What follows belongs to an exercise in optimizing a design on an open flow for small area, a short achievable clock period and few clock cycles; a production flow would make more cautious choices.
In this exercise RTL edits were held to simulation tests only and were not proved equivalent to the original.
Power figures rest on the tool's default switching activity, not on a simulated workload.

==> design/flow/design.v <==
/*verilator lint_off MULTITOP*/
module mux2 #(
    parameter WIDTH = 32
) (
    input  wire [WIDTH -1:0] d0,
    d1,
    input  wire              s,
    output wire [WIDTH -1:0] y
);
  assign y = s ? d1 : d0;
endmodule
module mux3 #(
    parameter WIDTH = 32
) (
    input  wire [WIDTH -1:0] d0,
    d1,
    d2,
    input  wire [       1:0] s,
    output wire [WIDTH -1:0] y
);
  assign y = s[1] ? d2 : (s[0] ? d1 : d0);
endmodule
module mux4 #(
    parameter WIDTH = 32
) (
    input  wire [WIDTH -1:0] d0,
    d1,
    d2,
    d3,
    input  wire [       1:0] s,
    output wire [WIDTH -1:0] y
);
  wire [WIDTH -1:0] low, high;
  mux2 lowmux (
      d0,
      d1,
      s[0],
      low
  );
  mux2 highmux (
      d2,
      d3,
      s[0],
      high
  );
  mux2 finalmux (
      low,
      high,
      s[1],
      y
  );
endmodule
module mux5 #(
    parameter WIDTH = 32
) (
    input  wire [WIDTH -1:0] d0,
    d1,
    d2,
    d3,
    d4,
    input  wire [       2:0] s,
    output wire [WIDTH -1:0] y
);
  assign y = (s == 0) ? d0 : (s == 1) ? d1 : (s == 2) ? d2 : (s == 3) ? d3 : d4;
endmodule
module latch #(
    parameter WIDTH = 32
) (
    input wire clk,
    input wire [WIDTH -1:0] d,
    output reg [WIDTH -1:0] q
);
  always @(posedge clk) q <= d;
endmodule
module dflop_rsync #(
    parameter WIDTH  = 32,
    parameter PRESET = 0
) (
    input wire resetn,
    input wire clk,
    input wire en,
    input wire [WIDTH -1:0] d,
    output reg [WIDTH -1:0] q
);
  always @(posedge clk)
    if (!resetn) q <= PRESET;
    else if (en) q <= d;
endmodule
module counter #(
    parameter WIDTH = 32
) (
    input wire resetn,
    input wire clk,
    input wire inc,
    output reg [WIDTH -1:0] q
);
  always @(posedge clk)
    if (!resetn) q <= 0;
    else if (inc) q <= q + 1;
endmodule
/*verilator lint_on MULTITOP*/
module extend (
    input  wire [31:7] instr,
    input  wire [ 2:0] immsrc,
    output reg  [31:0] immext
);
  always @(*) begin
    case (immsrc)
      3'b 000: immext = {{20{instr[31]}}, instr[31:20]};
      3'b 001: immext = {{20{instr[31]}}, instr[31:25], instr[11:7]};
      3'b 010: immext = {{20{instr[31]}}, instr[7:7], instr[30:25], instr[11:8], 1'b0};
      3'b 011: immext = {{12{instr[31]}}, instr[19:12], instr[20], instr[30:21], 1'b0};
      3'b 100: immext = {instr[31:12], 12'b0};
      default:       immext = 32'bx;
    endcase
  end
endmodule
module load_alignment (
    input  wire [                 1:0] addr,
    input  wire [$clog2(5)  -1:0] LOADop,
    input  wire [                31:0] data,
    output reg  [                31:0] result
);
  wire is_lb = 0 == LOADop;
  wire is_lbu = 1 == LOADop;
  wire is_lh = 2 == LOADop;
  wire is_lhu = 3 == LOADop;
  wire is_lw = 4 == LOADop;
  always @* begin
    result = 'hx;
    if (is_lb | is_lbu) begin
      result[7:0] =
                  addr[1:0] == 2'b00 ? data[7  :0] :
                  addr[1:0] == 2'b01 ? data[15 :8] :
                  addr[1:0] == 2'b10 ? data[23:16] :
                  addr[1:0] == 2'b11 ? data[31:24] : 8'hx;
      result = {is_lbu ? 24'b0 : {24{result[7]}}, result[7:0]};
    end
    if (is_lh | is_lhu) begin
      result[15:0] = ~addr[1] ? data[15 : 0] : addr[1] ? data[31 : 16] : 16'hx;
      result = {is_lhu ? 16'b0 : {16{result[15]}}, result[15:0]};
    end
    if (is_lw) result = data;
  end
endmodule
module store_alignment (
    input  wire [                 1:0] addr,
    input  wire [$clog2(3) -1:0] STOREop,
    input  wire [                31:0] data,
    output reg  [                31:0] result,
    output reg  [                 3:0] wmask
);
  always @* begin
    wmask  = 0;
    result = 'hx;
    case (STOREop)
      (0): begin
        result[7:0] = addr[1:0] == 2'b00 ? data[7:0] : 8'hx;
        result[15:8] = addr[1:0] == 2'b01 ? data[7:0] : 8'hx;
        result[23:16] = addr[1:0] == 2'b10 ? data[7:0] : 8'hx;
        result[31:24] = addr[1:0] == 2'b11 ? data[7:0] : 8'hx;
        wmask          = addr[1:0] == 2'b00 ? 4'b 0001 :
                    addr[1:0] == 2'b01 ? 4'b 0010 :
                        addr[1:0] == 2'b10 ? 4'b 0100 : 4'b 1000;
      end
      (1): begin
        result[15:0]  = ~addr[1] ? data[15:0] : 16'hx;
        result[31:16] = addr[1] ? data[15:0] : 16'hx;
        wmask         = addr[1] ? 4'b1100 : 4'b0011;
      end
      (2): begin
        result = data;
        wmask  = 4'b1111;
      end
      default: begin
        result = 'hx;
        wmask  = 0;
      end
    endcase
  end
endmodule
module load_decoder (
    input wire [2:0] funct3,
    output reg [$clog2(5) -1:0] LOADop
);
  wire is_lb = funct3 == 3'b000;
  wire is_lh = funct3 == 3'b001;
  wire is_lw = funct3 == 3'b010;
  wire is_lbu = funct3 == 3'b100;
  wire is_lhu = funct3 == 3'b101;
  always @(*) begin
    case (1'b1)
      is_lb: LOADop = 0;
      is_lh: LOADop = 2;
      is_lw: LOADop = 4;
      is_lbu: LOADop = 1;
      is_lhu: LOADop = 3;
      default:
      /*verilator lint_off WIDTH*/
      LOADop = 'hxx;
      /*verilator lint_on WIDTH*/
    endcase
  end
endmodule
/*verilator lint_off WIDTH*/
/*verilator lint_off WIDTHTRUNC*/
/*verilator lint_off UNUSEDSIGNAL*/
module store_decoder (
    input wire [2:0] funct3,
    output reg [$clog2(3) -1:0] STOREop
);
  wire is_sb;
  wire is_sh;
  wire is_sw;
  assign is_sb = funct3[1:0] == 2'b00;
  assign is_sh = funct3[1:0] == 2'b01;
  assign is_sw = funct3[1:0] == 2'b10;
  always @(*) begin
    case (1'b1)
      is_sb:   STOREop = 0;
      is_sh:   STOREop = 1;
      is_sw:   STOREop = 2;
      default: STOREop = 'hxx;
    endcase
  end
endmodule
/*verilator lint_on WIDTH*/
/*verilator lint_on WIDTHTRUNC*/
/*verilator lint_on UNUSEDSIGNAL*/
module alu_decoder (
    input  wire                        imm_bit10,
    input  wire                        op_bit5,
    input  wire [                 2:0] funct3,
    input  wire                        funct7_bit5,
    input  wire [$clog2(6)   -1:0] ALUOp,
    output reg  [$clog2(18) -1:0] ALUControl
);
  wire is_rtype_sub = op_bit5 & funct7_bit5;
  wire is_srl_srli = (op_bit5 && !funct7_bit5) || (!op_bit5 && !imm_bit10);
  always @(*) begin
    case (ALUOp)
      0:                             ALUControl = 0;
      1:                             ALUControl = 1;
      4:                           ALUControl = 9;
      3:                             ALUControl = 10;
      5: begin
        case (funct3)
          3'b000: ALUControl = 12;
          3'b001: ALUControl = 13;
          3'b100: ALUControl = 14;
          3'b101: ALUControl = 15;
          3'b110: ALUControl = 16;
          3'b111: ALUControl = 17;
          default:
          /*verilator lint_off WIDTH*/
          ALUControl = 'hx;
          /*verilator lint_on WIDTH*/
        endcase
      end
      2: begin
        case (funct3)
          3'b000: ALUControl = is_rtype_sub ? 1 : 0;
          3'b100: ALUControl = 2;
          3'b110: ALUControl = 3;
          3'b111: ALUControl = 4;
          3'b010: ALUControl = 8;
          3'b001: ALUControl = 5;
          3'b011: ALUControl = 11;
          3'b101: ALUControl = is_srl_srli ? 6 : 7;
          default:
          /*verilator lint_off WIDTH*/
          ALUControl = 'hx;
          /*verilator lint_on WIDTH*/
        endcase
      end
      default:
  /*verilator lint_off WIDTH*/ ALUControl = 'hx;
      /*verilator lint_on WIDTH*/
    endcase
  end
endmodule
/*verilator lint_off UNUSEDSIGNAL*/
module alu (
    input  wire                        clk,
    input  wire                        resetn,
    input  wire [                31:0] a,
    b,
    input  wire [$clog2(18) -1:0] alucontrol,
    output reg  [                31:0] result,
    input  wire                        alu_valid,
    output wire                        alu_ready,
    output wire                        zero
);
  wire is_beq = alucontrol == 12;
  wire is_bne = alucontrol == 13;
  wire is_blt = alucontrol == 14;
  wire is_bge = alucontrol == 15;
  wire is_bltu = alucontrol == 16;
  wire is_bgeu = alucontrol == 17;
  wire is_slt_slti = alucontrol == 8;
  wire is_sltu_sltiu = alucontrol == 11;
  wire is_sub_ctrl = alucontrol == 1;
  wire is_sum_zero;
  wire is_sub = is_sub_ctrl || is_beq || is_bne || is_blt || is_bge ||
         is_bltu || is_bgeu || is_slt_slti || is_sltu_sltiu;
  wire [31:0] condinv = is_sub ? ~b : b;
  wire [32:0] sum = {1'b1, condinv} + {1'b0, a} + {32'b0, is_sub};
  wire LT = (a[31] ^ b[31]) ? a[31] : sum[32];
  wire LTU = sum[32];
  wire [31:0] sltx_sltux_rslt = {31'b0, is_slt_slti ? LT : LTU};
  wire [63:0] sext_rs1 = {{32{a[31]}}, a};
  /*verilator lint_off UNUSEDSIGNAL*/
  wire [63:0] sra_srai_rslt = sext_rs1 >> b[4:0];
  /*verilator lint_on UNUSEDSIGNAL*/
  assign alu_ready = alu_valid;
  assign is_sum_zero = sum[31:0] == 32'b0;
  always @(*) begin
    case (alucontrol)
      0:   result = sum[31:0];
      1:        result = sum[31:0];
      2:   result = a ^ b;
      3:     result = a | b;
      4:   result = a & b;
      5:   result = a << b[4:0];
      6:   result = a >> b[4:0];
      7:   result = sra_srai_rslt[31:0];
      8:   result = (a[31] == b[31]) ? sltx_sltux_rslt : {31'b0, a[31]};
      11: result = sltx_sltux_rslt;
      10:        result = b;
      9:      result = sum[31:0];
      default: begin
        case (1'b1)
          is_beq:        result = {31'b0, is_sum_zero};
          is_bne:        result = {31'b0, !is_sum_zero};
          is_blt:        result = {31'b0, LT};
          is_bge:        result = {31'b0, !LT};
          is_bltu:       result = {31'b0, LTU};
          is_bgeu:       result = {31'b0, !LTU};
          default:       result = 32'b0;
        endcase
      end
    endcase
  end
  assign zero = result == 32'b0;
endmodule
/*verilator lint_on UNUSEDSIGNAL*/
module register_file #(
    parameter REGISTER_DEPTH = 32,
    parameter REGISTER_WIDTH = 32
) (
    input  wire                      clk,
    input  wire                      we,
    input  wire [               4:0] A1,
    input  wire [               4:0] A2,
    input  wire [               4:0] A3,
    input  wire [REGISTER_WIDTH-1:0] wd,
    output wire [REGISTER_WIDTH-1:0] rd1,
    output wire [REGISTER_WIDTH-1:0] rd2
);
  reg [REGISTER_WIDTH -1:0] bank0[0:REGISTER_DEPTH -1];
  always @(posedge clk) begin
    if (we && A3 != 0) begin
      bank0[A3] <= wd;
    end
  end
  assign rd1 = A1 != 0 ? bank0[A1] : 0;
  assign rd2 = A2 != 0 ? bank0[A2] : 0;
endmodule
/*verilator lint_off UNUSEDSIGNAL*/
/*verilator lint_off UNUSEDPARAM*/
module main_fsm (
    input  wire                        clk,
    input  wire                        resetn,
    input  wire [                 6:0] op,
    input  wire [                 0:0] funct7b1,
    input  wire                        Zero,
    output reg                         AdrSrc,
    output reg                         IRWrite,
    output reg  [$clog2(3)     -1:0] ALUSrcA,
    output reg  [$clog2(3)     -1:0] ALUSrcB,
    output reg  [$clog2(6)   -1:0] ALUOp,
    output reg  [$clog2(5)   -1:0] ResultSrc,
    output reg  [                 2:0] ImmSrc,
    output reg                         PCUpdate,
    output reg                         Branch,
    output reg                         RegWrite,
    output reg                         MemWrite,
    output wire                        ALUOutWrite,
    output reg                         mem_valid,
    output reg  alu_valid,
    input  wire alu_ready,
    input wire mem_ready
);
  localparam  S0 = 0, S1 = 1, S2 = 2, S3 = 3, S4 = 4, S5 = 5,
                S6 = 6, S7 = 7, S8 = 8, S9 = 9, S10 = 10, S11 = 11,
                S12 = 12, S13 = 13, S14 = 14, S15 = 15, S16 = 16, S17 = 17,
                S_LAST = 18;
  reg [$clog2(S_LAST) -1:0] state, next_state;
  localparam      load    = 'b 000_0011,
                    store   = 'b 010_0011,
                    rtype   = 'b 011_0011,
                    itype   = 'b 001_0011,
                    jal     = 'b 110_1111,   
  jalr = 'b110_0111,   
  branch = 'b110_0011, lui = 'b011_0111,   
  aupic = 'b001_0111,   
  system = 'b111_0011;   
  wire is_load = op == load;
  wire is_store = op == store;
  wire is_rtype = op == rtype;
  wire is_itype = op == itype;
  wire is_jal = op == jal;
  wire is_jalr = op == jalr;
  wire is_branch = op == branch;
  wire is_lui = op == lui;
  wire is_aupic = op == aupic;
  wire is_system = 1'b0;
  assign ALUOutWrite = !mem_valid;
  always @(*) begin
    case (1'b1)
      is_rtype:                                 ImmSrc = 3'b xxx;
      is_itype | is_jalr | is_load | is_system: ImmSrc = 3'b 000;
      is_store:                                 ImmSrc = 3'b 001;
      is_branch:                                ImmSrc = 3'b 010;
      is_lui | is_aupic:                        ImmSrc = 3'b 100;
      is_jal:                                   ImmSrc = 3'b 011;
      default:                                  ImmSrc = 3'bxxx;
    endcase
  end
  always @(posedge clk) state <= !resetn ? S0 : next_state;
  always @(*) begin
    next_state = S0;
    case (state)
      S0:      next_state = mem_ready ? S1 : S0;   
      S1:   
            begin
        if (alu_ready) begin
          if (is_load | is_store) next_state = S2;
          if (is_rtype & !funct7b1) next_state = S6;   
          if (is_itype) next_state = S8;
          if (is_jal) next_state = S9;
          if (is_jalr) next_state = S11;
          if (is_branch) next_state = S10;
          if (is_lui) next_state = S12;
          if (is_aupic) next_state = S13;
          if (is_aupic) next_state = S13;
        end else begin
          next_state = S1;
        end
      end
      S2:   
            begin
        if (alu_ready) begin
          if (is_load) next_state = S3;
          if (is_store) next_state = S5;
        end else begin
          next_state = S1;
        end
      end
      S3:      next_state = mem_ready ? S4 : S3;   
      S4:      next_state = S0;   
      S5:      next_state = mem_ready ? S0 : S5;   
      S6:      next_state = alu_ready ? S7 : S6;   
      S7:      next_state = S0;   
      S8:      next_state = alu_ready ? S7 : S8;   
      S9:      next_state = alu_ready ? S7 : S9;   
      S10:     next_state = alu_ready ? S0 : S10;   
      S11:     next_state = alu_ready ? S9 : S11;   
      S12:     next_state = alu_ready ? S7 : S12;   
      S13:     next_state = alu_ready ? S7 : S13;   
      S17:     next_state = S0;   
      default: next_state = S0;
    endcase
  end
  always @(*) begin
    AdrSrc        = 1'b0;
    IRWrite       = 1'b0;
    ALUSrcA       = 0;
    ALUSrcB       = 0;
    ALUOp         = 0;
    ResultSrc     = 'b00;
    PCUpdate      = 1'b0;
    Branch        = 1'b0;
    RegWrite      = 1'b0;
    MemWrite      = 1'b0;
    mem_valid     = 1'b0;
    alu_valid     = 1'b0;
    case (state)
      S0: begin
        mem_valid = 1'b1;
        AdrSrc    = 0;
        IRWrite   = mem_ready;
        ALUSrcA   = 0;
        ALUSrcB   = 2;
        ALUOp     = 0;
        ResultSrc = 2;
        alu_valid = mem_ready;
        PCUpdate  = alu_ready;
      end
      S1: begin
        ALUSrcA   = 1;
        ALUSrcB   = 1;
        ALUOp     = 0;
        alu_valid = 1'b1;
      end
      S2: begin
        ALUSrcA   = 2;
        ALUSrcB   = 1;
        ALUOp     = 0;
        alu_valid = 1'b1;
      end
      S3: begin
        mem_valid = 1'b 1;
        ResultSrc = 'b 00;
        AdrSrc    = 1;
      end
      S4: begin
        mem_valid = 1'b1;
        ResultSrc = 1;
        RegWrite  = 1'b1;
      end
      S5: begin
        mem_valid = 1'b 1;
        ResultSrc = 0;
        AdrSrc    = 1;
        MemWrite  = 1'b 1;
      end
      S6: begin
        ALUSrcA   = 2;
        ALUSrcB   = 0;
        ALUOp     = 2;
        alu_valid = 1'b1;
      end
      S7: begin
        mem_valid = 1'b1;
        ResultSrc = 0;
        RegWrite  = 1'b1;
      end
      S8: begin
        ALUSrcA   = 2;
        ALUSrcB   = 1;
        ALUOp     = 2;
        alu_valid = 1'b1;
      end
      S9: begin
        ALUSrcA   = 1;
        ALUSrcB   = 2;
        ALUOp     = 0;
        ResultSrc = 0;
        PCUpdate  = 1'b1;
        alu_valid = 1'b1;
      end
      S10: begin
        ALUSrcA   = 2;
        ALUSrcB   = 0;
        ALUOp     = 5;
        ResultSrc = 0;
        Branch    = 1'b1;
        alu_valid = 1'b1;
        mem_valid = Zero;
      end
      S11: begin
        ALUSrcA   = 2;
        ALUSrcB   = 1;
        ALUOp     = 0;
        alu_valid = 1'b1;
      end
      S12: begin
        ALUSrcB   = 1;
        ALUOp     = 3;   
        alu_valid = 1'b1;
      end
      S13: begin
        ALUSrcA   = 1;
        ALUSrcB   = 1;
        ALUOp     = 4;   
        alu_valid = 1'b1;
      end
      default: begin
        /*verilator lint_off WIDTH*/
        AdrSrc    = 'b0;
        IRWrite   = 'b0;
        ALUSrcA   = 'b0;
        ALUSrcB   = 'b0;
        ALUOp     = 'b0;
        ResultSrc = 'b0;
        PCUpdate  = 'b0;
        Branch    = 'b0;
        RegWrite  = 'b0;
        MemWrite  = 'b0;
        alu_valid = 1'b0;
        /*verilator lint_on WIDTH*/
      end
    endcase
  end
endmodule
/*verilator lint_on UNUSEDSIGNAL*/
/*verilator lint_on UNUSEDPARAM*/
/*verilator lint_off UNDRIVEN*/
/*verilator lint_off UNUSEDSIGNAL*/
module control_unit (
    input  wire                        clk,
    input  wire                        resetn,
    input  wire [                 6:0] op,
    input  wire [                 2:0] funct3,
    input  wire [                 0:0] funct7b5,
    input  wire [                 0:0] funct7b1,
    input  wire [                 0:0] immb10,
    input  wire                        Zero,
    output wire [$clog2(5)   -1:0] ResultSrc,
    output wire [$clog2(18) -1:0] ALUControl,
    output wire [$clog2(3)     -1:0] ALUSrcA,
    output wire [$clog2(3)     -1:0] ALUSrcB,
    output wire [                 2:0] ImmSrc,
    output wire [$clog2(3) -1:0] STOREop,
    output wire [$clog2(5)  -1:0] LOADop,
    output wire                        RegWrite,
    output wire                        PCWrite,
    output wire                        AdrSrc,
    output wire                        MemWrite,
    output wire                        IRWrite,
    output wire                        ALUOutWrite,
    output wire mem_valid,
    input  wire mem_ready,
    output wire alu_valid,
    input  wire alu_ready
);
  wire [$clog2(6)   -1:0] ALUOp;
  wire PCUpdate;
  wire Branch;
  wire taken_branch = !Zero;
  assign PCWrite = Branch & taken_branch | PCUpdate;
  main_fsm main_fsm_I (
      .clk        (clk),
      .resetn     (resetn),
      .op         (op),
      .funct7b1   (funct7b1),
      .Zero       (Zero),
      .AdrSrc     (AdrSrc),
      .IRWrite    (IRWrite),
      .ALUSrcA    (ALUSrcA),
      .ALUSrcB    (ALUSrcB),
      .ALUOp      (ALUOp),
      .ResultSrc  (ResultSrc),
      .ImmSrc     (ImmSrc),
      .PCUpdate   (PCUpdate),
      .Branch     (Branch),
      .RegWrite   (RegWrite),
      .ALUOutWrite(ALUOutWrite),
      .MemWrite   (MemWrite),
      .mem_valid  (mem_valid),
      .mem_ready  (mem_ready),
      .alu_valid(alu_valid),
      .alu_ready(alu_ready)
  );
  load_decoder load_decoder_I (
      funct3,
      LOADop
  );
  store_decoder store_decoder_I (
      funct3,
      STOREop
  );
  alu_decoder alu_decoder_I (
      immb10,
      op[5],
      funct3,
      funct7b5,
      ALUOp,
      ALUControl
  );
endmodule
/*verilator lint_on UNDRIVEN*/
/*verilator lint_on UNUSEDSIGNAL*/
/*verilator lint_off UNUSEDSIGNAL*/
/*verilator lint_off UNDRIVEN*/
module datapath_unit #(
    parameter RV32E      = 0,
    parameter RESET_ADDR = 0
) (
    input wire clk,
    input wire resetn,
    input  wire [$clog2(5)   -1:0] ResultSrc,
    input  wire [$clog2(18) -1:0] ALUControl,
    input  wire [$clog2(3)     -1:0] ALUSrcA,
    input  wire [$clog2(3)     -1:0] ALUSrcB,
    input  wire [                 2:0] ImmSrc,
    input  wire [$clog2(3) -1:0] STOREop,
    input  wire [$clog2(5)  -1:0] LOADop,
    output wire                        Zero,
    output wire                        immb10,
    input wire RegWrite,
    input wire PCWrite,
    input wire AdrSrc,
    input wire MemWrite,
    input wire IRWrite,
    input wire ALUOutWrite,
    output wire [31:0] Instr,
    output wire [ 3:0] mem_wstrb,
    output wire [31:0] mem_addr,
    output wire [31:0] mem_wdata,
    input  wire [31:0] mem_rdata,
    input  wire        alu_valid,
    output wire        alu_ready,
    output wire [31:0] ProgCounter
);
  wire [31:0] Rd1;
  wire [31:0] Rd2;
  wire [ 4:0] Rs1 = Instr[19:15];
  wire [ 4:0] Rs2 = Instr[24:20];
  wire [ 4:0] Rd = Instr[11:7];
  wire [31:0] WD3;
  register_file #(
      .REGISTER_DEPTH(RV32E ? 16 : 32)
  ) register_file_I (
      .clk(clk),
      .we (RegWrite),
      .A1 (Rs1),
      .A2 (Rs2),
      .A3 (Rd),
      .rd1(Rd1),
      .rd2(Rd2),
      .wd (WD3)
  );
  wire [31:0] ImmExt;
  wire [31:0] PC, OldPC;
  wire [31:0] PCNext;
  wire [31:0] A1, A2;
  wire [31:0] SrcA, SrcB;
  wire [31:0] ALUResult;
  wire [31:0] MULResult;
  wire [31:0] DIVResult;
  wire [31:0] MULExtResult;
  wire [31:0] MULExtResultOut;
  wire [31:0] ALUOut;
  wire [31:0] Result;
  wire [ 3:0] wmask;
  wire [31:0] Data;
  wire [31:0] DataLatched;
  wire [31:0] CSRData;
  wire [ 1:0] mem_addr_align_latch;
  wire [31:0] CSRDataOut;
  assign immb10      = ImmExt[10];
  assign ProgCounter = OldPC;
  assign mem_wstrb   = wmask & {4{MemWrite}};
  assign WD3         = Result;
  assign PCNext      = Result;
  mux2 #(32) Addr_I (
      PC,
      Result,
      AdrSrc,
      mem_addr
  );
  mux3 #(32) Result_I (
      ALUOut,
      DataLatched,
      ALUResult,
      ResultSrc[1:0],
      Result
  );
  dflop_rsync #(32, RESET_ADDR) PC_I (
      resetn,
      clk,
      PCWrite,
      PCNext,
      PC
  );
  dflop_rsync #(32) Instr_I (
      resetn,
      clk,
      IRWrite,
      mem_rdata,
      Instr
  );
  dflop_rsync #(32) OldPC_I (
      resetn,
      clk,
      IRWrite,
      PC,
      OldPC
  );
  dflop_rsync #(32) ALUOut_I (
      resetn,
      clk,
      ALUOutWrite,
      ALUResult,
      ALUOut
  );
  latch #(2) ADDR_I (
      clk,
      mem_addr[1:0],
      mem_addr_align_latch
  );
  latch #(32) A1_I (
      clk,
      Rd1,
      A1
  );
  latch #(32) A2_I (
      clk,
      Rd2,
      A2
  );
  latch #(32) Data_I (
      clk,
      Data,
      DataLatched
  );
  extend extend_I (
      Instr[31:7],
      ImmSrc,
      ImmExt
  );
  store_alignment store_alignment_I (
      mem_addr[1:0],
      STOREop,
      A2,
      mem_wdata,
      wmask
  );
  load_alignment load_alignment_I (
      mem_addr_align_latch,
      LOADop,
      mem_rdata,
      Data
  );
  mux3 #(32) SrcA_I (
      PC,
      OldPC,
      A1   ,
      ALUSrcA,
      SrcA
  );
  mux3 #(32) SrcB_I (
      A2   ,
      ImmExt,
      32'd4,
      ALUSrcB,
      SrcB
  );
  alu alu_I (
      clk,
      resetn,
      SrcA,
      SrcB,
      ALUControl,
      ALUResult,
      alu_valid,
      alu_ready,
      Zero
  );
endmodule
/*verilator lint_on UNUSEDSIGNAL*/
/*verilator lint_on UNDRIVEN*/
/*verilator lint_off UNUSEDSIGNAL*/
module kianv_harris_mc_edition #(
    parameter RESET_ADDR = 0,
    parameter RV32E      = 0
) (
    input  wire        clk,
    input  wire        resetn,
    output wire        mem_valid,
    input  wire        mem_ready,
    output wire [ 3:0] mem_wstrb,
    output wire [31:0] mem_addr,
    output wire [31:0] mem_wdata,
    input  wire [31:0] mem_rdata,
    output wire [31:0] PC
);
  wire [                 31:0] Instr;
  wire [                  6:0] op;
  wire [                  2:0] funct3;
  wire [                  0:0] funct7b5;
  wire [                  0:0] funct7b1;
  wire [                  0:0] immb10;
  wire                         Zero;
  wire [$clog2(5)    -1:0] ResultSrc;
  wire [$clog2(18)  -1:0] ALUControl;
  wire [$clog2(3)      -1:0] ALUSrcA;
  wire [$clog2(3)      -1:0] ALUSrcB;
  wire [                  2:0] ImmSrc;
  wire [$clog2(3)  -1:0] STOREop;
  wire [$clog2(5)   -1:0] LOADop;
  wire                         RegWrite;
  wire                         PCWrite;
  wire                         AdrSrc;
  wire                         MemWrite;
  wire                         IRWrite;
  wire                         ALUOutWrite;
  wire                         alu_valid;
  wire                         alu_ready;
  wire                         mul_valid;
  wire                         mul_ready;
  wire                         div_valid;
  wire                         div_ready;
  assign op       = Instr[6:0];
  assign funct3   = Instr[14:12];
  assign funct7b5 = Instr[30];   
  assign funct7b1 = Instr[25];   
  control_unit control_unit_I (
      .clk        (clk),
      .resetn     (resetn),
      .op         (op),
      .funct3     (funct3),
      .funct7b5   (funct7b5),
      .funct7b1   (funct7b1),
      .immb10     (immb10),
      .Zero       (Zero),
      .ResultSrc  (ResultSrc),
      .ALUControl (ALUControl),
      .ALUSrcA    (ALUSrcA),
      .ALUSrcB    (ALUSrcB),
      .ImmSrc     (ImmSrc),
      .STOREop    (STOREop),
      .LOADop     (LOADop),
      .RegWrite   (RegWrite),
      .PCWrite    (PCWrite),
      .AdrSrc     (AdrSrc),
      .MemWrite   (MemWrite),
      .IRWrite    (IRWrite),
      .ALUOutWrite(ALUOutWrite),
      .mem_valid  (mem_valid),
      .mem_ready  (mem_ready),
      .alu_valid  (alu_valid),
      .alu_ready  (alu_ready)
  );
  datapath_unit #(
      .RESET_ADDR(RESET_ADDR),
      .RV32E     (RV32E)
  ) datapath_unit_I (
      .clk   (clk),
      .resetn(resetn),
      .ResultSrc (ResultSrc),
      .ALUControl(ALUControl),
      .ALUSrcA   (ALUSrcA),
      .ALUSrcB   (ALUSrcB),
      .ImmSrc    (ImmSrc),
      .STOREop   (STOREop),
      .LOADop    (LOADop),
      .Zero      (Zero),
      .immb10    (immb10),
      .RegWrite   (RegWrite),
      .PCWrite    (PCWrite),
      .AdrSrc     (AdrSrc),
      .MemWrite   (MemWrite),
      .IRWrite    (IRWrite),
      .ALUOutWrite(ALUOutWrite),
      .Instr      (Instr),
      .mem_wstrb(mem_wstrb),
      .mem_addr (mem_addr),
      .mem_wdata(mem_wdata),
      .mem_rdata(mem_rdata),
      .alu_valid  (alu_valid),
      .alu_ready  (alu_ready),
      .ProgCounter(PC)
  );
endmodule
/*verilator lint_on UNUSEDSIGNAL*/
module kianv_core (
    input  wire        clk,
    input  wire        resetn,
    output wire        mem_valid,
    input  wire        mem_ready,
    output wire [ 3:0] mem_wstrb,
    output wire [31:0] mem_addr,
    output wire [31:0] mem_wdata,
    input  wire [31:0] mem_rdata
);
  wire [31:0] core_addr;
  assign mem_addr = {core_addr[31:2], 2'b00};
  kianv_harris_mc_edition #(
      .RESET_ADDR(32'h0000_0000),
      .RV32E     (1'b0)
  ) u_core (
      .clk      (clk),
      .resetn   (resetn),
      .mem_valid(mem_valid),
      .mem_ready(mem_ready),
      .mem_wstrb(mem_wstrb),
      .mem_addr (core_addr),
      .mem_wdata(mem_wdata),
      .mem_rdata(mem_rdata),
      .PC       ()
  );
endmodule
==> design/flow/run.sh <==
#!/bin/bash
# synth_recipe.tcl (not shown) runs the flow's synth.tcl, then flattens the netlist and writes it again
# the make line also repeats each setting of config.mk as NAME=value (left out here)
make -C /OpenROAD-flow-scripts/flow DESIGN_CONFIG=/design/flow/config.mk WORK_HOME=/design/flow/orfs CLKGATE_MAP_FILE= SYNTH_SCRIPT=/design/flow/synth_recipe.tcl finish
==> design/flow/config.mk <==
export PLATFORM = sky130hd
export DESIGN_NAME = kianv_core
export DESIGN_NICKNAME = kianv_core
export VERILOG_FILES = /design/flow/design.v
export SDC_FILE = /design/flow/constraint.sdc
export NUM_CORES = 4
export LEC_CHECK = 0
export CAP_MARGIN = 20
export CORE_MARGIN = 2
export CORE_UTILIZATION = 30
export SLEW_MARGIN = 20
==> design/flow/constraint.sdc <==
create_clock -name core_clock -period 12.0 [get_ports {clk}]
set_input_delay 2.4000 -clock core_clock [delete_from_list [all_inputs] [get_ports {clk}]]
set_output_delay 2.4000 -clock core_clock [all_outputs]
set_load 0.01 [all_outputs]
==> results by group <==
Synth
  • EDFF count, synth: between 1000 and 1500
  • Distinct cells, synth: roughly 100
  • Synth top area share: ~46%
  • Mapped Area: roughly 67000 um^2
  • Mean Syn Cell Area: 13.38 um^2
  • Async S/R FF share, synth: 0%
  • Yosys warns: 13
  • Seq cells post-synth: approximately 1300
  • Sequential cell area fraction in the yosys report: between 50% and 60%
  • Area leader, netlist: edfxtp_1
  • Area contributors post-synth: edfxtp_1 (46%), mux4_2 (16%), dfxtp_1 (6.9%), mux2i_1 (5.8%), a21oi_1 (2.4%)
  • Most common flop cell mapped by yosys: edfxtp_1
  • Cells after Synth: approximately 5000

Drt
  • Vias: roughly 48000
  • Wire per inst: between 30 and 40 um
  • WL final: about 260000 um
  • Number of remaining DRC errors: 0
  • First DRT Iteration DRCs: 6947
  • Vias/cell: approximately 6.0
  • Drt pass-1 iters: 9
  • Detail Route Antenna Nets: 0

Clocking
  • Max Root-Sink Buffers: 3
  • Clock latency (worst-skew pair): roughly 0.8 ns
  • CTS Buf Count: approximately 130
  • Post-CTS Setup Bufs: 0
  • H-tree levels: 4
  • TritonCTS clock tree: done
  • Root buf cell: clkbuf_16
  • Clk slew on worst S/H paths: 0.06 ns
  • Hold buffer count at cts: 0
  • Resized cells post-CTS: 0
  • Clock sinks: roughly 1300

Final layout
  • Area of the multi-input gates: slightly below 30000 um^2
  • Most frequent cells in the layout: edfxtp_1 (1024), mux4_2 (462), nand2_1 (392)
  • Final nets: 5099
  • Number of filler cells placed in the layout: approximately 21000
  • Share of cells above drive strength 1: around 22%
  • Non-Filler Instances: 8063
  • Register area: about 35000 um^2
  • Commonest non-fill, non-tap cell in the layout: edfxtp_1
  • Layout area overhead: 13.60%

Critical path
  • CP endpoint kind: output pin
  • Startpoint types: flip-flop
  • Max FO, Critical Path: 35
  • Critical Path AT: between 9 and 10 ns
  • Crit Path Class: flip-flop to output pin
  • Critical path data required time: 9.60 ns

Floorplan
  • I/O pin total: 104
  • Die area: 226200 um^2
  • Die X: 475.6 um
  • Row cnt: between 150 and 200
  • Die H: 475.6 um
  • Initial Util: between 30% and 40%
  • Core area: 221700 um^2

Power
  • Int Pwr: between 7000 and 8000 uW
  • Peak VDD IR: ~0.14 mV
  • Switch share: between 20% and 30%
  • Clock share of power: between 30% and 40%
  • Power Density: approximately 140 nW/um^2
  • Power Total: about 11000 uW
  • P_leak: between 0.02 and 0.025 uW
  • Gate power share: about 14%
  • Flop pwr share: ~47%
  • P_sw: 2992 uW

STA
  • Final total negative setup slack: 0 ns
  • Rel. slew slack: 21.03%
  • Max Slew Vio Count: 0
  • Clock period minus worst slack: around 12 ns
  • Worst-Margin Slew: approximately 1.2 ns
  • Period utilisation layout: roughly 96%
  • Clock skew: between 0.04 and 0.05 ns
  • RSZ-0062 raised after global routing: false
  • Max Fclk: approximately 0.087 GHz
  • Setup violators final: 0
  • Hold Slack: 0.4517 ns
  • Fin. Hold Viols: 0

Placement
  • Routability cong.: a little over 1
  • DP Wirelength: roughly 170000 um
  • # port buffers: around 100
  • Dpl cells: between 7000 and 8000

Run
  • Maxcap violations: 0

Status
  • Status: timing/DRC/antenna clean

Global route
  • First-pass GRT wire length: roughly 360000 um
  • Total GRT Usage: roughly 23%
  • GRT overflow: 0
  • Pin count of the biggest net entering global routing: between 90 and 100
  • Vias in the first global route: roughly 47000
  • Initial antenna violation count: 14

Hold path
  • Worst min-delay path class: flip-flop to flip-flop
-- final timing paths --
path | start | to | slack, ns | depth (start not counted)
worst max-delay path | u_core.control_unit_I.main_fsm_I.state[1] | mem_addr[9] | 0.48 | 20
worst min-delay path | u_core.datapath_unit_I.ALUOut_I.q[27] | u_core.datapath_unit_I.ALUOut_I.q[27] | 0.45 | 2
worst max register to register | u_core.control_unit_I.main_fsm_I.state[1] | u_core.datapath_unit_I.PC_I.q[9] | 3.50 | 22
worst min register to register | u_core.datapath_unit_I.ALUOut_I.q[27] | u_core.datapath_unit_I.ALUOut_I.q[27] | 0.45 | 2
-- power groups by stage --
stage          Clock, uW  Sequential (uW)  Combinational (uW)
5_1_grt             4350             5050                1620
4_1_cts             4190             5040                1530
2_1_floorplan          0             5010                 934
3_3_place_gp           0             5140                1510
3_5_place_dp           0             5140                1530
6_report            4140             5060                1560
-- cells in the mapped netlist, drive strengths merged, types with 9 or more instances --
master	instances
a2111oi	10
a211o	32
a211oi	71
a21o	45
a21oi	326
a221oi	61
a22o	16
a22oi	9
a31o	26
a31oi	15
and2	12
and3	9
buf	160
clkbuf	288
dfxtp	230
edfxtp	1024
ha	96
inv	86
mux2	138
mux2i	385
mux4	462
nand2	395
nand2b	17
nand3	72
nand3b	14
nand4	18
nor2	312
nor2b	22
nor3	101
o211a	16
o211ai	35
o21a	15
o21ai	120
o221a	12
o221ai	65
o22ai	84
o31ai	10
or3	23
xnor2	46
-- logic make-up (layout without fill, tap and decap cells) --
family                   after synthesis  in the layout  share of synthesized area, %
buffers and inverters                535            589                         3.339
XOR/XNOR                              54             54                        0.7087
AND/OR/NAND/NOR                     1034           1034                         6.862
AO/OA/AOI/OAI                       1028           1028                         10.58
adder cells (fa/ha/maj)               97             97                         1.830
flip-flops                          1254           1254                         52.98
other                                  1             47                      0.005619
multiplexers                         985            985                         23.70
-- state kept, by name, summed over array words and instances (netlist names) --
| signal | count |
|---|---|
| u_core.datapath_unit_I.register_file_I.bank0 | 1024 |
| u_core.datapath_unit_I.A1_I.q | 32 |
| u_core.datapath_unit_I.A2_I.q | 32 |
| u_core.datapath_unit_I.ALUOut_I.q | 32 |
| u_core.datapath_unit_I.Data_I.q | 32 |
| u_core.datapath_unit_I.Instr_I.q | 32 |
| u_core.datapath_unit_I.OldPC_I.q | 32 |
| u_core.datapath_unit_I.PC_I.q | 32 |
| u_core.control_unit_I.main_fsm_I.state | 4 |
| u_core.datapath_unit_I.ADDR_I.q | 2 |
-- worst max-delay path, cell delays in order, from the launching register on --
cell and delay, ns:
dfxtp_1 0.99, nand2b_1 0.39, a311oi_4 0.50, o22ai_1 0.14, o21ai_0 0.72, nand2_2 0.37
xnor2_1 0.36, ha_1 0.33, a21oi_1 0.40, and2_1 0.22, inv_1 0.08, a2111oi_4 0.49
or2_1 0.43, o21ai_0 0.16, nand2_1 0.10, nor3b_1 0.94, nand2_1 0.19, o21ai_2 0.20
buf_4 0.42, mux2_2 0.27, clkdlybuf4s50_1 0.59
-- metal layers --
layer	share of wire, %	track usage [%]
met2	46	35.69
met3	9.7	4.485
met5	0	0
met1	38	28.96
met4	6.4	12.91
-- metrics by stage --
step | area (um^2) | utilization (%) | worst slack, ns
6_report | 75810 | 34.20 | 0.4844
5_1_grt | 75780 | 34.19 | 0.07930
4_1_cts | 75780 | 34.19 | 0.5918
3_5_place_dp | 71430 | 32.23 | 1.462
3_3_place_gp | 71420 | 32.22 | 1.405
2_1_floorplan | 66860 | - | 2.816
-- layout make-up --
type                    instances  area share, %
clock inverters                70         0.9721
inverters                      87         0.4341
flip-flops and latches       1254          46.68
diodes                         13        0.04291
repair buffers                260          2.971
well taps                    2975          4.910
clock buffers                 172          4.758
multi-input cells            3232          39.23
Testbench counts, summed over its fixed seeds: cycles 136,540.

what the ideal ports hide:
The results above use ideal ports. As a check the final layout listed here was re-extracted and re-timed, cells and wires unchanged.
Step 1 assumes that a clkbuf_16 drives the clock port and a buf_2 every other input.
Step 2 times the ports against the registers' clock, not the clock port: input delays grow and output delays shrink by t, the midpoint of the rising clock arrivals with the driver on.
Three values: ideal ports, drivers, drivers and shift; two values: the first two.
shift t [ns]: 0.873
setup slack, ns: 0.484 / 0.395 / 1.268
worst slew at a driven data input, ns: 0.06
After both steps setup and hold are still met in this run. The setup slack of this run moves by -0.089 ns with the drivers and by +0.784 ns with both steps.
